Background: an optimization exercise with open tools, aiming at small area and a short achievable clock period. Do not read the settings as production practice.
In this exercise RTL edits were held to simulation tests only and were not proved equivalent to the original.
Power figures rest on the tool's default switching activity, not on a simulated workload.

Design LDL_rr_pri_v1, start of the top module:
module  LDL_rr_pri_v1
#(parameter
    BIN_WIDTH  =  5
   ,COS_WIDTH  =  3
   ,USER_WIDTH =  8
   ,REQ_WIDTH  = (1 << BIN_WIDTH)
)(
     input                          clk
   , input                          rst
   , input       [REQ_WIDTH -1:0]   req
   , input       [REQ_WIDTH*COS_WIDTH -1:0]  icos   
   , input       [REQ_WIDTH*USER_WIDTH -1:0]  iuser
   , input                          ready
   ,output       [REQ_WIDTH -1:0]   ack
   ,output reg   [BIN_WIDTH -1:0]   bin
   ,output reg                      valid
   ,output reg   [USER_WIDTH -1:0]  ouser
   ,output reg   [ COS_WIDTH -1:0]  ocos
);
reg  [COS_WIDTH -1:0]  max_cos;
reg  [REQ_WIDTH -1:0]  run;
always @* begin
    run = req;
    for (int b=COS_WIDTH-1; b>=0; b--) begin
        max_cos[b] = 1'b0;
        for (int i=0; i<REQ_WIDTH; i++)
            max_cos[b] = max_cos[b] | (run[i] & icos[i*COS_WIDTH + b]);
        for (int i=0; i<REQ_WIDTH; i++)
            run[i] = run[i] & (icos[i*COS_WIDTH + b] | ~max_cos[b]);
    end
end
wire  load = ~valid | ready;
wire [REQ_WIDTH -1:0]  cand = run & ~{1'b0, ack[REQ_WIDTH-2:0]} & {REQ_WIDTH{load}};
  ...
Size: roughly 17 flip-flops, about 440 I/O pins, roughly 4800 um2 of cells after synthesis.
clock: 60.0 ns
lec_check: 0
cap_margin: 20
core_area: 2 2 148 148
die_area: 0 0 150 150
slew_margin: 20
synth_hierarchical: 1
standard.sh (not shown) runs the stock make flow with config.mk's settings and CLKGATE_MAP_FILE= SYNTH_SCRIPT=/design/flow/synth_recipe.tcl, a recipe that flattens the netlist after the stock synthesis.
==> flow/flow/run.sh <==
#!/bin/bash
# Layout flow: the standard ORFS flow (standard.sh) with these changes:
#  - synthesis maps the logic with ABC scripts of our own: the modules named in
#    flow/fast_modules.txt with flow/fast.abc, then everything else with
#    flow/area.abc; the rest of synthesis is the standard flow's own script, unchanged;
#  - the port buffers are the smallest plain buffer (buf_1);
#  - extra make settings from flow/knobs.txt, one NAME=value per line.
set -euo pipefail
W=$PWD
# The standard flow's synthesis script as standard.sh names it
ORIG=$(grep -o 'SYNTH_SCRIPT=[^ ]*' standard.sh | head -1 | cut -d= -f2- | tr -d "'")
FAST=""
if [[ -f flow/fast_modules.txt ]]; then FAST=$(tr '\n' ' ' < flow/fast_modules.txt); fi
cat > "$W/my_synth.tcl" <<EOT
proc abc {args} {
  set i [lsearch -exact \$args -script]
  set fast \$args
  set area \$args
  if {\$i >= 0} {
    lset fast [expr {\$i + 1}] {$W/flow/fast.abc}
    lset area [expr {\$i + 1}] {$W/flow/area.abc}
  }
  foreach m {$FAST} { yosys abc {*}\$fast \$m }
  yosys abc {*}\$area
}
source {$ORIG}
EOT
KNOBS=()
if [[ -f flow/knobs.txt ]]; then
  while IFS= read -r l; do [[ -n "$l" ]] && KNOBS+=("$l"); done < flow/knobs.txt
fi
bash standard.sh "SYNTH_SCRIPT=$W/my_synth.tcl" \
  "BUFFER_PORTS_ARGS=-buffer_cell sky130_fd_sc_hd__buf_1" "${KNOBS[@]}" finish > standard.log 2>&1
==> flow/flow/area.abc <==
strash
dc2
&get -n
&st
&dch -f
&nf -R 100
&put
topo
buffer -c
upsize -c
dnsize -c
==> flow/flow/fast.abc <==
strash
dch
map -B 0.9
topo
stime -c
buffer -c
upsize -c
dnsize -c
==> flow/flow/fast_modules.txt <==
LDL_rr_first32
The first run ran to the end with no violations.
Rerun with:
--- a/flow/flow/run.sh
+++ b/flow/flow/run.sh
@@ -6,2 +6,4 @@
 #  - the port buffers are the smallest plain buffer (buf_1);
+#  - the cells in flow/area_dont_use.txt (one per line) are kept out of the
+#    flow/area.abc mapping;
 #  - extra make settings from flow/knobs.txt, one NAME=value per line.
@@ -11,2 +13,6 @@
 ORIG=$(grep -o 'SYNTH_SCRIPT=[^ ]*' standard.sh | head -1 | cut -d= -f2- | tr -d "'")
+AREA_DU=""
+if [[ -f flow/area_dont_use.txt ]]; then
+  while IFS= read -r c; do [[ -n "$c" ]] && AREA_DU+=" -dont_use $c"; done < flow/area_dont_use.txt
+fi
 FAST=""
@@ -23,3 +29,3 @@
   foreach m {$FAST} { yosys abc {*}\$fast \$m }
-  yosys abc {*}\$area
+  yosys abc {*}\$area$AREA_DU
 }
==> flow/flow/area_dont_use.txt (new file) <==
sky130_fd_sc_hd__nor4_1
sky130_fd_sc_hd__nor4b_1
sky130_fd_sc_hd__nor4bb_1
Settings changed: SLEW_MARGIN 20 to 70.
What happened: Global-route usage went up by 0.58 points; fmax increases by 6.0%; synthesized area grows by 1.2%.
Rerun with:
--- a/flow/flow/run.sh
+++ b/flow/flow/run.sh
@@ -6,4 +6,2 @@
 #  - the port buffers are the smallest plain buffer (buf_1);
-#  - the cells in flow/area_dont_use.txt (one per line) are kept out of the
-#    flow/area.abc mapping;
 #  - extra make settings from flow/knobs.txt, one NAME=value per line.
@@ -13,6 +11,2 @@
 ORIG=$(grep -o 'SYNTH_SCRIPT=[^ ]*' standard.sh | head -1 | cut -d= -f2- | tr -d "'")
-AREA_DU=""
-if [[ -f flow/area_dont_use.txt ]]; then
-  while IFS= read -r c; do [[ -n "$c" ]] && AREA_DU+=" -dont_use $c"; done < flow/area_dont_use.txt
-fi
 FAST=""
@@ -29,3 +23,3 @@
   foreach m {$FAST} { yosys abc {*}\$fast \$m }
-  yosys abc {*}\$area$AREA_DU
+  yosys abc {*}\$area
 }
==> flow/flow/area.abc (replaced) <==
strash
dc2
&get -n
&st
&dch -f
&nf -R 50
&put
topo
buffer -c
upsize -c
dnsize -c
removed: flow/flow/area_dont_use.txt
After rerunning: The changed run produced a clean layout. Power fell by about 1.3%. Design area rose by about 0.6%. Non-clock buffer count rose by 9. Die area does not change. Cell count fell by 1.1%. Utilization rose by 0.20 points. Wire length rose by about 0.5%.

==> afterwards: timing with drivers on the ports <==
The flow's constraints put no driver on any port. The routed layouts listed below were extracted and timed again, unchanged, in two steps.
Step 1 assumes that a clkbuf_16 drives the clock port and a buf_2 every other input.
Step 2, shift: input delay + t, output delay - t, t = (earliest + latest rising clock arrival at the registers) / 2. This alone moves slack from input paths to output paths.
Slacks: ideal ports / drivers / drivers and shift; pairs: ideal ports / drivers.
| run | t, ns | setup WS [ns] | worst setup path after step 2 |
|---|---|---|---|
| the first run | 0.293 | 39.072 / 39.082 / 38.789 | input to register |
| the second run | 0.282 | 40.264 / 40.273 / 39.990 | input to register |
| the third run | 0.291 | 39.822 / 39.824 / 39.533 | input to register |
After both steps every run listed still meets setup and hold. The setup slack of the third run, which loses most, moves by +0.002 ns with the drivers and by -0.289 ns with both steps.
